This is an optimization exercise on Yosys and OpenROAD, whose aim is small area, a short achievable clock period and few clock cycles, not a production implementation.
In this exercise RTL edits were held to simulation tests only and were not proved equivalent to the original.
No activity file was given, so power comes from the tool's default toggle rates.

build 56:
## solix16_cpu
module solix16_cpu(
    input         clk,           
    input         rst,           
    output [11:0] imem_addr,     
    input  [15:0] imem_data,     
    output [11:0] dmem_addr,     
    output [15:0] dmem_wdata,    
    output        dmem_we,       
    input  [15:0] dmem_rdata,    
    output        halted         
);
Size: ~1,100 cells after synthesis, ~200 flip-flops, about 76 I/O pins, about 0.011 mm^2 of cells after synthesis.
==> flow/config.mk <==
export PLATFORM = sky130hd
export DESIGN_NAME = solix16_cpu
export DESIGN_NICKNAME = solix16_cpu
export VERILOG_FILES = /design/flow/design.v
export SDC_FILE = /design/flow/constraint.sdc
export NUM_CORES = 4
export LEC_CHECK = 0
export CAP_MARGIN = 20
export CORE_MARGIN = 2
export CORE_UTILIZATION = 40
export CTS_BUF_LIST = sky130_fd_sc_hd__clkbuf_8
export SETUP_SLACK_MARGIN = 2.2
export SLEW_MARGIN = 20
==> flow/constraint.sdc <==
create_clock -name core_clock -period 5.3 [get_ports {clk}]
set_input_delay 1.0600 -clock core_clock [delete_from_list [all_inputs] [get_ports {clk}]]
set_output_delay 1.0600 -clock core_clock [all_outputs]
set_load 0.01 [all_outputs]
standard.sh (not shown) runs the stock make flow with config.mk's settings and CLKGATE_MAP_FILE= SYNTH_SCRIPT=/design/flow/synth_recipe.tcl, a recipe that flattens the netlist after the stock synthesis.
==> flow/flow/run.sh <==
#!/bin/bash
# Layout flow: the standard ORFS flow (standard.sh, synthesis unchanged),
# with two changes to the layout steps:
#  - the ports are buffered with sky130_fd_sc_hd__buf_1 (still one buffer on
#    every input and output port) instead of the default delay-buffer cell;
#  - timing repair may resize a cell to any equivalent cell, not only to one
#    of the same footprint.
# The full output of the flow goes to flow_make.log in this folder; ORFS
# keeps each step's own log under orfs/logs/.
set -euo pipefail
export BUFFER_PORTS_ARGS="-buffer_cell sky130_fd_sc_hd__buf_1"
bash standard.sh MATCH_CELL_FOOTPRINT=0 finish > flow_make.log 2>&1
Testbench counts of build 56, summed over its fixed seeds: cycles 136,711.
--- input diff build 56..build 19 ---
Settings: CTS_BUF_LIST no longer set, was sky130_fd_sc_hd__clkbuf_8.
==> flow/run.sh (new file) <==
#!/bin/bash
# synth_recipe.tcl (not shown) runs the flow's synth.tcl, then flattens the netlist and writes it again
# the make line also repeats each setting of config.mk as NAME=value (left out here)
make -C /OpenROAD-flow-scripts/flow DESIGN_CONFIG=/design/flow/config.mk WORK_HOME=/design/flow/orfs CLKGATE_MAP_FILE= SYNTH_SCRIPT=/design/flow/synth_recipe.tcl finish
removed: flow/flow/run.sh
removed: flow/standard.sh
--- outcome ---
Wire length of the first global-routing pass, build 56 and build 19: larger value in build 19
Compared with build 56, build 19 shows a higher synthesis-to-layout area growth.
Every run (build 56 and build 19) finished clean.
Clock share of power ends up higher on build 19.
Going from build 56 to build 19, final cell count without fillers grows by 11.
Build 19 against build 56: sequential area share after synthesis saw little to no change; highest clock frequency the design can meet neither gained nor lost much; proportion of final cell area spent on non-clock buffers climbed 3.8 points; final critical path time including I/O delays and setup saw a decrease.
Inputs modified between build 19 and build 33:
Settings: swapping 2.2 for 2.5 in SETUP_SLACK_MARGIN; putting CTS_BUF_LIST at sky130_fd_sc_hd__clkbuf_4 sky130_fd_sc_hd__clkbuf_8 where nothing was set; swapping 40 for 55 in CORE_UTILIZATION.
## What came out
Per the comparison of build 33 with build 19, final cell count fell by 30, total stage count of the critical path lower, setup slack went up 8.5 ps.
--- input diff build 33..build 77 ---
Settings: SETUP_SLACK_MARGIN: 2.5 -> 2.2; CORE_UTILIZATION: 55 -> 40; CTS_BUF_LIST: sky130_fd_sc_hd__clkbuf_4 sky130_fd_sc_hd__clkbuf_8 -> unset.
==> flow/flow/run.sh (new file) <==
#!/bin/bash
# Layout flow: the standard ORFS flow (standard.sh, synthesis unchanged),
# with two changes to the layout steps:
#  - the ports are buffered with sky130_fd_sc_hd__buf_1 (still one buffer on
#    every input and output port) instead of the default delay-buffer cell;
#  - timing repair may resize a cell to any equivalent cell, not only to one
#    of the same footprint.
# The full output of the flow goes to flow_make.log in this folder; ORFS
# keeps each step's own log under orfs/logs/.
set -euo pipefail
export BUFFER_PORTS_ARGS="-buffer_cell sky130_fd_sc_hd__buf_1"
bash standard.sh MATCH_CELL_FOOTPRINT=0 finish > flow_make.log 2>&1
==> flow/standard.sh (new file) <==
#!/bin/bash
# synth_recipe.tcl (not shown) runs the flow's synth.tcl, then flattens the netlist and writes it again
# the make line also repeats each setting of config.mk as NAME=value (left out here)
make -C /OpenROAD-flow-scripts/flow DESIGN_CONFIG=/design/flow/config.mk WORK_HOME=/design/flow/orfs CLKGATE_MAP_FILE= SYNTH_SCRIPT=/design/flow/synth_recipe.tcl "${@:-finish}"
removed: flow/run.sh
## What came out
Looking at the reports, build 77 completed the entire flow and the layout it produced met the timing, design-rule and antenna checks.
Compared with build 33, placement density in the core of build 77 is lower.
Of build 77 and build 33, it is build 77 that has the lower detailed route wirelength on metal3.
Of build 77 and build 33, the run reporting the higher total instance count after detailed placement was build 77.

---

## oak
Another version of the RTL of solix16_cpu (not shown whole).
For scale: roughly 1,500 cells after synthesis, about 190 flip-flops, ~76 I/O pins, ~0.012 mm^2 of cells after synthesis.
export LEC_CHECK = 0
export ABC_AREA = 1
export CAP_MARGIN = 20
export CORE_MARGIN = 2
export CORE_UTILIZATION = 40
export SETUP_SLACK_MARGIN = 2.75
export SLEW_MARGIN = 20
create_clock -name core_clock -period 5.3 [get_ports {clk}]
==> flow/flow/run.sh <==
#!/bin/bash
# Layout flow: the standard ORFS flow (standard.sh, synthesis unchanged),
# with two changes to the layout steps:
#  - the ports are buffered with sky130_fd_sc_hd__buf_1 (still one buffer on
#    every input and output port) instead of the default delay-buffer cell;
#  - timing repair may resize a cell to any equivalent cell, not only to one
#    of the same footprint.
# The full output of the flow goes to flow_make.log in this folder; ORFS
# keeps each step's own log under orfs/logs/.
set -euo pipefail
export BUFFER_PORTS_ARGS="-buffer_cell sky130_fd_sc_hd__buf_1"
bash standard.sh MATCH_CELL_FOOTPRINT=0 finish > flow_make.log 2>&1
In summary, oak completed successfully, with a layout that passed the timing, design-rule and antenna checks.
Testbench counts of oak, summed over its fixed seeds: cycles 136,711.
Setup changes, oak to pine
Settings: SETUP_SLACK_MARGIN: 2.75 -> 2.45.
## What came out
- Re number of hold-slack violations in the final timing report: no difference whatsoever between pine and oak.
- Period utilization: higher on pine
- pine against oak: routed wire length saw a decrease, global-route usage dropped 0.41 points, power fell by about 2.7%.
- On routed via count divided by cell count, pine and oak are basically level.
- Compared pine against oak; fraction of power spent switching nets within noise.
- Changes observed in pine relative to oak: largest fanout on the critical path now larger, number of global-route vias before repair went down.
Edits applied to the flow inputs when going from pine to birch:
Settings: SETUP_SLACK_MARGIN now 2.85, was 2.45.
## What came out
- Against pine, inverter count in birch rose slightly.
- Re share of the clock period used by the worst path: pine was higher than birch.
- Global-route usage over all layers up 0.63 points in birch wrt pine
- Summary: with pine as the reference, power consumed by combinational cells in birch moved up by more than 10%.
- Compared to pine, birch has number of setup buffers added after CTS 20 higher.
- Of birch and pine, birch shows the higher final cell count without fillers, with pine below it.
- Diff birch and pine: worst hold slack after final layout higher in birch
- Row cell count along the critical path: birch higher / pine lower
- Sort birch and pine by part of the total power dissipated in the clock network desc -> top: pine
Relative to birch, the following input files were edited for maple:
Settings: swapping 2.85 for 2.55 in SETUP_SLACK_MARGIN.
## What came out
- Comparing maple against birch, there is no change at all in height of the die.
- maple: flow completed, timing, DRC and antenna clean
- Lower ratio of final minimum period to clock period was reported by birch, not maple.
- Arrival time at the worst endpoint (maple over birch): increase, 0.30 ns
- Compared maple against birch; number of cells after detailed placement within noise.
- Summary of maple over birch: ratio of cells with drive above 1 in the final layout went down; combinational power has decreased; total power consumption of the routed design went down about 4%.
#### Input delta (cedar over maple)
Settings: SETUP_SLACK_MARGIN: 2.55 -> 2.65.
==> comparison <==
Having completed the whole flow, cedar delivered a layout that passed the timing, design-rule and antenna checks.
On leakage power summed over all cells, maple beats cedar.
The critical path depth of cedar falls short of that of maple by 1.
Going from maple to cedar, multi-input logic cell count held, design area went up by 200 um^2, number of nets at the end of the flow has increased, area of combinational cells with multiple inputs rose 2.1%.
[cedar vs maple] non-clock buffer count: higher in cedar
Combinational power, maple and cedar, higher one = cedar.
Compared with maple, in cedar sequential share of power went down, detailed-routed wire length on met3 shows a reduction of about 3.5%.

---

Setup of run 1:
The RTL this note starts from:
==> flow/design.v <==
module alu(
    input  [15:0] a,
    input  [15:0] b,            
    input         op_arith,     
    input         op_sub,       
    input         op_and,
    input         op_or,        
    input         op_xor,
    input         op_not,
    input         op_shl,
    input         op_shr,
    output [15:0] result,
    output        zero,
    output        negative,
    output        carry,
    output        overflow
);
wire [15:0] p = a ^ b;
wire [15:0] g = a & b;
wire [15:0] G0 = {g[15:1], g[0] | (p[0] & op_sub)};
wire [15:0] P0 = {p[15:1], 1'b0};
wire [15:0] G1, P1, G2, P2, G3, P3, G4;
genvar i;
generate
    for (i = 0; i < 16; i = i + 1) begin : pfx
        if (i == 1) begin : s1c
            assign G1[i] = g[1] | (p[1] & g[0]) | (p[1] & p[0] & op_sub);
            assign P1[i] = 1'b0;
        end else if (i >= 2) begin : s1
            assign G1[i] = G0[i] | (P0[i] & G0[i-1]);
            assign P1[i] = P0[i] & P0[i-1];
        end else begin : n1
            assign G1[i] = G0[i];
            assign P1[i] = P0[i];
        end
        if (i >= 2) begin : s2
            assign G2[i] = G1[i] | (P1[i] & G1[i-2]);
            assign P2[i] = P1[i] & P1[i-2];
        end else begin : n2
            assign G2[i] = G1[i];
            assign P2[i] = P1[i];
        end
        if (i >= 4) begin : s3
            assign G3[i] = G2[i] | (P2[i] & G2[i-4]);
            assign P3[i] = P2[i] & P2[i-4];
        end else begin : n3
            assign G3[i] = G2[i];
            assign P3[i] = P2[i];
        end
        if (i >= 8) begin : s4
            assign G4[i] = G3[i] | (P3[i] & G3[i-8]);
        end else begin : n4
            assign G4[i] = G3[i];
        end
    end
endgenerate
wire [16:0] c   = {G4, op_sub};
wire [15:0] sum = p ^ c[15:0];
wire [15:0] r_logic = ({16{op_and}} & g)              |
                      ({16{op_or}}  & (a | b))        |
                      ({16{op_xor}} & p)              |
                      ({16{op_not}} & ~a)             |
                      ({16{op_shl}} & {a[14:0], 1'b0}) |
                      ({16{op_shr}} & {1'b0, a[15:1]});
assign result = ({16{op_arith}} & sum) | r_logic;
wire [15:0] cz      = {a[14:0] | b[14:0], op_sub};
wire        z_arith = ~|(p ^ cz);
wire        z_a_lo  = ~|a[14:1];
assign zero = (op_arith & z_arith)                      |
              (op_and   & ~|g)                          |
              (op_or    & z_a_lo & ~a[0] & ~a[15] & ~|b) |
              (op_xor   & ~|p)                          |
              (op_not   & (&a))                         |
              (op_shl   & z_a_lo & ~a[0])               |
              (op_shr   & z_a_lo & ~a[15]);
assign negative = result[15];
assign carry    = (op_arith & c[16]) | (op_shl & a[15]) | (op_shr & a[0]);
assign overflow = op_arith & (a[15] == b[15]) & (sum[15] != a[15]);
endmodule
module register_file(
    input          clk,
    input          rst,
    input          wr_en,
    input  [2:0]   rd_addr,      
    input  [15:0]  rd_data,
    output [111:0] regs,         
    output [7:1]   valid         
);
reg [15:0] r [1:7];
reg [7:1]  valid_r;
genvar k;
generate
    for (k = 1; k <= 7; k = k + 1) begin : g_reg
        always @(posedge clk or posedge rst)
            if (rst)
                valid_r[k] <= 1'b0;
            else if (wr_en && rd_addr == k)
                valid_r[k] <= 1'b1;
        always @(posedge clk)
            if (wr_en && rd_addr == k)
                r[k] <= rd_data;
        assign regs[16*k-1 -: 16] = r[k];
    end
endgenerate
assign valid = valid_r;
endmodule
module solix16_cpu(
    input         clk,           
    input         rst,           
    output [11:0] imem_addr,     
    input  [15:0] imem_data,     
    output [11:0] dmem_addr,     
    output [15:0] dmem_wdata,    
    output        dmem_we,       
    input  [15:0] dmem_rdata,    
    output        halted         
);
localparam OP_MOV = 4'b1000;
localparam OP_JMP = 4'b1001;
localparam OP_JZ  = 4'b1010;
localparam OP_JNZ = 4'b1011;
localparam OP_LD  = 4'b1100;
localparam OP_ST  = 4'b1101;
localparam OP_HLT = 4'b1111;
reg  [15:0] pc;              
reg  [3:0]  flags;           
reg         halt_r;
reg  [15:0] ex_a, ex_b;      
reg         ex_arith, ex_sub, ex_and, ex_or, ex_xor, ex_not, ex_shl, ex_shr, ex_ld;
reg         ex_wr;           
reg  [2:0]  ex_rd;
reg         ex_flagwr;       
reg         ex_st;
wire [15:0] alu_result;
wire        alu_zero, alu_negative, alu_carry, alu_overflow;
alu u_alu (
    .a        (ex_a),
    .b        (ex_b),
    .op_arith (ex_arith),
    .op_sub   (ex_sub),
    .op_and   (ex_and),
    .op_or    (ex_or),
    .op_xor   (ex_xor),
    .op_not   (ex_not),
    .op_shl   (ex_shl),
    .op_shr   (ex_shr),
    .result   (alu_result),
    .zero     (alu_zero),
    .negative (alu_negative),
    .carry    (alu_carry),
    .overflow (alu_overflow)
);
wire [15:0] ex_result = ex_ld ? dmem_rdata : alu_result;
wire [3:0]  flags_new = {alu_overflow, alu_carry, alu_negative, alu_zero};
wire [111:0] regs;
wire [7:1]   valid;
register_file u_regs (
    .clk     (clk),
    .rst     (rst),
    .wr_en   (ex_wr),
    .rd_addr (ex_rd),
    .rd_data (ex_result),
    .regs    (regs),
    .valid   (valid)
);
wire        z_now = ex_flagwr ? alu_zero : flags[0];
always @(posedge clk or posedge rst)
    if (rst)
        flags <= 4'b0;
    else if (ex_flagwr)
        flags <= flags_new;
assign dmem_addr  = ex_a[11:0];
assign dmem_wdata = ex_b;
assign dmem_we    = ex_st;
assign halted     = halt_r;
wire [15:0] instr  = imem_data;
wire [3:0]  opcode = instr[15:12];
wire [3:0]  rd     = instr[11:8];
wire [3:0]  rs     = instr[7:4];
wire [3:0]  rt     = instr[3:0];
wire [7:0]  imm8   = instr[7:0];
wire [11:0] target = instr[11:0];
wire is_alu = (opcode[3] == 1'b0);
wire is_sub = (opcode == 4'b0001);
wire is_mov = (opcode == OP_MOV);
wire is_ld  = (opcode == OP_LD);
wire is_st  = (opcode == OP_ST);
wire is_jmp = (opcode == OP_JMP);
wire is_jz  = (opcode == OP_JZ);
wire is_jnz = (opcode == OP_JNZ);
wire is_hlt = (opcode == OP_HLT);
wire stop = halt_r | is_hlt;
function [15:0] read_reg;
    input [3:0]   addr;
    input [111:0] regs_v;
    input [7:1]   valid_v;
    input [15:0]  pc_v;
    input [3:0]   flags_v;
    input         ex_wr_v;
    input [2:0]   ex_rd_v;
    input         ex_flagwr_v;
    reg   [15:0]  v;
    integer       k;
    begin
        v = 16'h0000;
        for (k = 1; k <= 7; k = k + 1)
            v = v | ({16{valid_v[k] && addr == k}} & regs_v[16*k-1 -: 16]);
        v = v | ({16{addr == 4'd8}} & 16'h0FFF)
              | ({16{addr == 4'd9}} & pc_v)
              | ({16{addr == 4'd10 && !ex_flagwr_v}} & {12'h000, flags_v});
        read_reg = v;
    end
endfunction
wire [15:0] rs_reg = read_reg(rs, regs, valid, pc, flags, ex_wr, ex_rd, ex_flagwr);
wire [15:0] rt_reg = read_reg(rt, regs, valid, pc, flags, ex_wr, ex_rd, ex_flagwr);
wire rs_fwd  = ex_wr && rs == {1'b0, ex_rd};
wire rt_fwd  = ex_wr && rt == {1'b0, ex_rd};
wire rs_fwdf = ex_flagwr && rs == 4'd10;
wire rt_fwdf = ex_flagwr && rt == 4'd10;
wire [15:0] rs_val = rs_fwd ? ex_result : rs_fwdf ? {12'h000, flags_new} : rs_reg;
wire [15:0] rt_val = rt_fwd ? ex_result : rt_fwdf ? {12'h000, flags_new} : rt_reg;
wire [15:0] pc_inc = pc + 16'd1;
wire [15:0] pc_z1 = (is_jmp | is_jz)  ? {4'h0, target} : pc_inc;
wire [15:0] pc_z0 = (is_jmp | is_jnz) ? {4'h0, target} : pc_inc;
always @(posedge clk or posedge rst)
    if (rst) begin
        pc     <= 16'h0000;
        halt_r <= 1'b0;
    end else begin
        pc     <= z_now ? pc_z1 : pc_z0;
        if (stop)
            halt_r <= 1'b1;
    end
always @(posedge clk or posedge rst)
    if (rst) begin
        ex_wr     <= 1'b0;
        ex_flagwr <= 1'b0;
        ex_st     <= 1'b0;
    end else begin
        ex_wr     <= ~stop & (is_alu | is_mov | is_ld) & (rd[3] == 1'b0) & (rd[2:0] != 3'd0);
        ex_flagwr <= ~stop & is_alu;
        ex_st     <= ~stop & is_st;
    end
always @(posedge clk) begin
    ex_rd    <= rd[2:0];
    ex_a     <= is_mov ? 16'h0000 : rs_val;
    ex_b     <= is_mov ? {8'h00, imm8} : is_sub ? ~rt_val : rt_val;
    ex_arith <= is_alu & (opcode[2:1] == 2'b00);
    ex_sub   <= is_sub;
    ex_and   <= is_alu & (opcode[2:0] == 3'b010);
    ex_or    <= (is_alu & (opcode[2:0] == 3'b011)) | is_mov;
    ex_xor   <= is_alu & (opcode[2:0] == 3'b100);
    ex_not   <= is_alu & (opcode[2:0] == 3'b101);
    ex_shl   <= is_alu & (opcode[2:0] == 3'b110);
    ex_shr   <= is_alu & (opcode[2:0] == 3'b111);
    ex_ld    <= is_ld;
end
assign imem_addr = pc[11:0];
endmodule
==> flow/config.mk <==
export PLATFORM = sky130hd
export DESIGN_NAME = solix16_cpu
export DESIGN_NICKNAME = solix16_cpu
export VERILOG_FILES = /design/flow/design.v
export SDC_FILE = /design/flow/constraint.sdc
export NUM_CORES = 4
export LEC_CHECK = 0
export CAP_MARGIN = 20
export CORE_MARGIN = 2
export CORE_UTILIZATION = 40
export CTS_CLUSTER_SIZE = 30
export SETUP_SLACK_MARGIN = 2.45
export SLEW_MARGIN = 20
==> flow/constraint.sdc <==
create_clock -name core_clock -period 5.3 [get_ports {clk}]
set_input_delay 1.0600 -clock core_clock [delete_from_list [all_inputs] [get_ports {clk}]]
set_output_delay 1.0600 -clock core_clock [all_outputs]
set_load 0.01 [all_outputs]
Scripts as last shown in full above: flow/flow/run.sh
Run 1: flow completed, timing, DRC and antenna clean
Testbench counts of run 1, summed over its fixed seeds: cycles 136,711.
Inputs modified between run 1 and run 2:
Settings: CTS_CLUSTER_SIZE no longer set, was 30; SETUP_SLACK_MARGIN now 2.65, was 2.45; ABC_AREA now 1, previously not set.
Notes after the runs:
- Run 2 gives less area share of xor/xnor cells in the synthesized design than run 1 did.
- In run 2 the total internal power turned out 0.00013 W lower than in run 1.
- [compare] base=run 1 new=run 2: TritonCTS buffer count ~0 delta, setup slack +170 ps.
- Run 2 vs run 1 — filler cell count rose 552.
- Floorplan row count up about 5% in run 2 wrt run 1
- Run 2 ended up with ex_b[2] as its capturing instance or port of the critical path; run 1 ended up with u_regs.r[2][0].
- Run 2 ends up with a power in sequential cells that is about 2% lower than in run 1.
What run 3 does differently from run 2 at the input level:
Settings: removing ABC_AREA (formerly 1); changing SETUP_SLACK_MARGIN from 2.65 to 2.45.
==> comparison <==
Comparing adder-cell area share of the yosys netlist for run 2 and run 3, the smaller number came from run 2.
Where area after synthesis is concerned, run 2 is outperformed by run 3.
Compared with run 2, run 3 shows a lower path depth of the worst reg2reg path.
Run 3 vs run 2 — net switching power dropped 0.00012 W.
Origin of the worst setup path: ex_ld -> run 3, imem_data[0] -> run 2
Against run 2, run 3 reports a pin slew with the least headroom to its limit that is higher.
Compared with run 2, in run 3 clock transition time at the flip-flop clock pins of the worst setup and hold paths stayed essentially flat, worst setup slack fell by 170 ps.
#### Input delta (run 4 over run 3)
Settings: SETUP_SLACK_MARGIN: 2.45 -> 2.65; ABC_AREA: unset -> 1.
diff --git a/flow/flow/run.sh b/flow/flow/run.sh
--- a/flow/flow/run.sh
+++ b/flow/flow/run.sh
@@ -3,3 +3,3 @@
 # with two changes to the layout steps:
-#  - the ports are buffered with sky130_fd_sc_hd__buf_1 (still one buffer on
+#  - the ports are buffered with sky130_fd_sc_hd__buf_2 (still one buffer on
 #    every input and output port) instead of the default delay-buffer cell;
@@ -10,3 +10,3 @@
 set -euo pipefail
-export BUFFER_PORTS_ARGS="-buffer_cell sky130_fd_sc_hd__buf_1"
+export BUFFER_PORTS_ARGS="-buffer_cell sky130_fd_sc_hd__buf_2"
 bash standard.sh MATCH_CELL_FOOTPRINT=0 finish > flow_make.log 2>&1
### Flow results
- [compare] base=run 3 new=run 4: final critical-path share of the clock period decreased 2.5 points, maximum clock skew at final layout ~0 delta.
- Against run 3, run 4 comes in 11% higher on total detailed-routing wirelength.

[static timing again, ports no longer ideal]
Ports are ideal in the flow. The routed layouts listed here were re-timed in OpenROAD.
Step 1 (the two cells are an assumption about what drives the block):
set clk [get_ports {clk}]
set_driving_cell -lib_cell sky130_fd_sc_hd__clkbuf_16 $clk
set_driving_cell -lib_cell sky130_fd_sc_hd__buf_2 [delete_from_list [all_inputs] $clk]
Step 2, shift: input delay + t, output delay - t, t = (earliest + latest rising clock arrival at the registers) / 2. This alone moves slack from input paths to output paths.
a / b / c = no drivers / after step 1 / after step 2; a / b = the first two.
run	t (ns)	setup WS [ns]	latest minus earliest clock arrival (ns)
build 56	0.527	2.206 / 2.207 / 1.700	0.020 / 0.020
build 19	0.476	2.215 / 2.215 / 1.877	0.011 / 0.010
build 33	0.518	2.224 / 2.179 / 2.097	0.016 / 0.016
build 77	0.489	2.231 / 2.181 / 1.849	0.013 / 0.014
oak	0.496	2.771 / 2.796 / 2.299	0.021 / 0.021
pine	0.500	2.425 / 2.453 / 1.952	0.018 / 0.019
birch	0.502	2.859 / 2.880 / 2.379	0.015 / 0.015
maple	0.500	2.559 / 2.583 / 2.083	0.016 / 0.015
cedar	0.502	2.667 / 2.687 / 2.185	0.015 / 0.015
run 1	0.483	2.489 / 2.489 / 2.064	0.012 / 0.012
run 2	0.485	2.663 / 2.689 / 2.203	0.011 / 0.011
run 3	0.483	2.489 / 2.489 / 2.064	0.012 / 0.012
run 4	0.482	2.620 / 2.620 / 2.190	0.012 / 0.012
After both steps every run listed still meets setup and hold. For build 56, which loses most, drivers alone change the setup slack by +0.001 ns; drivers and shift together by -0.506 ns.
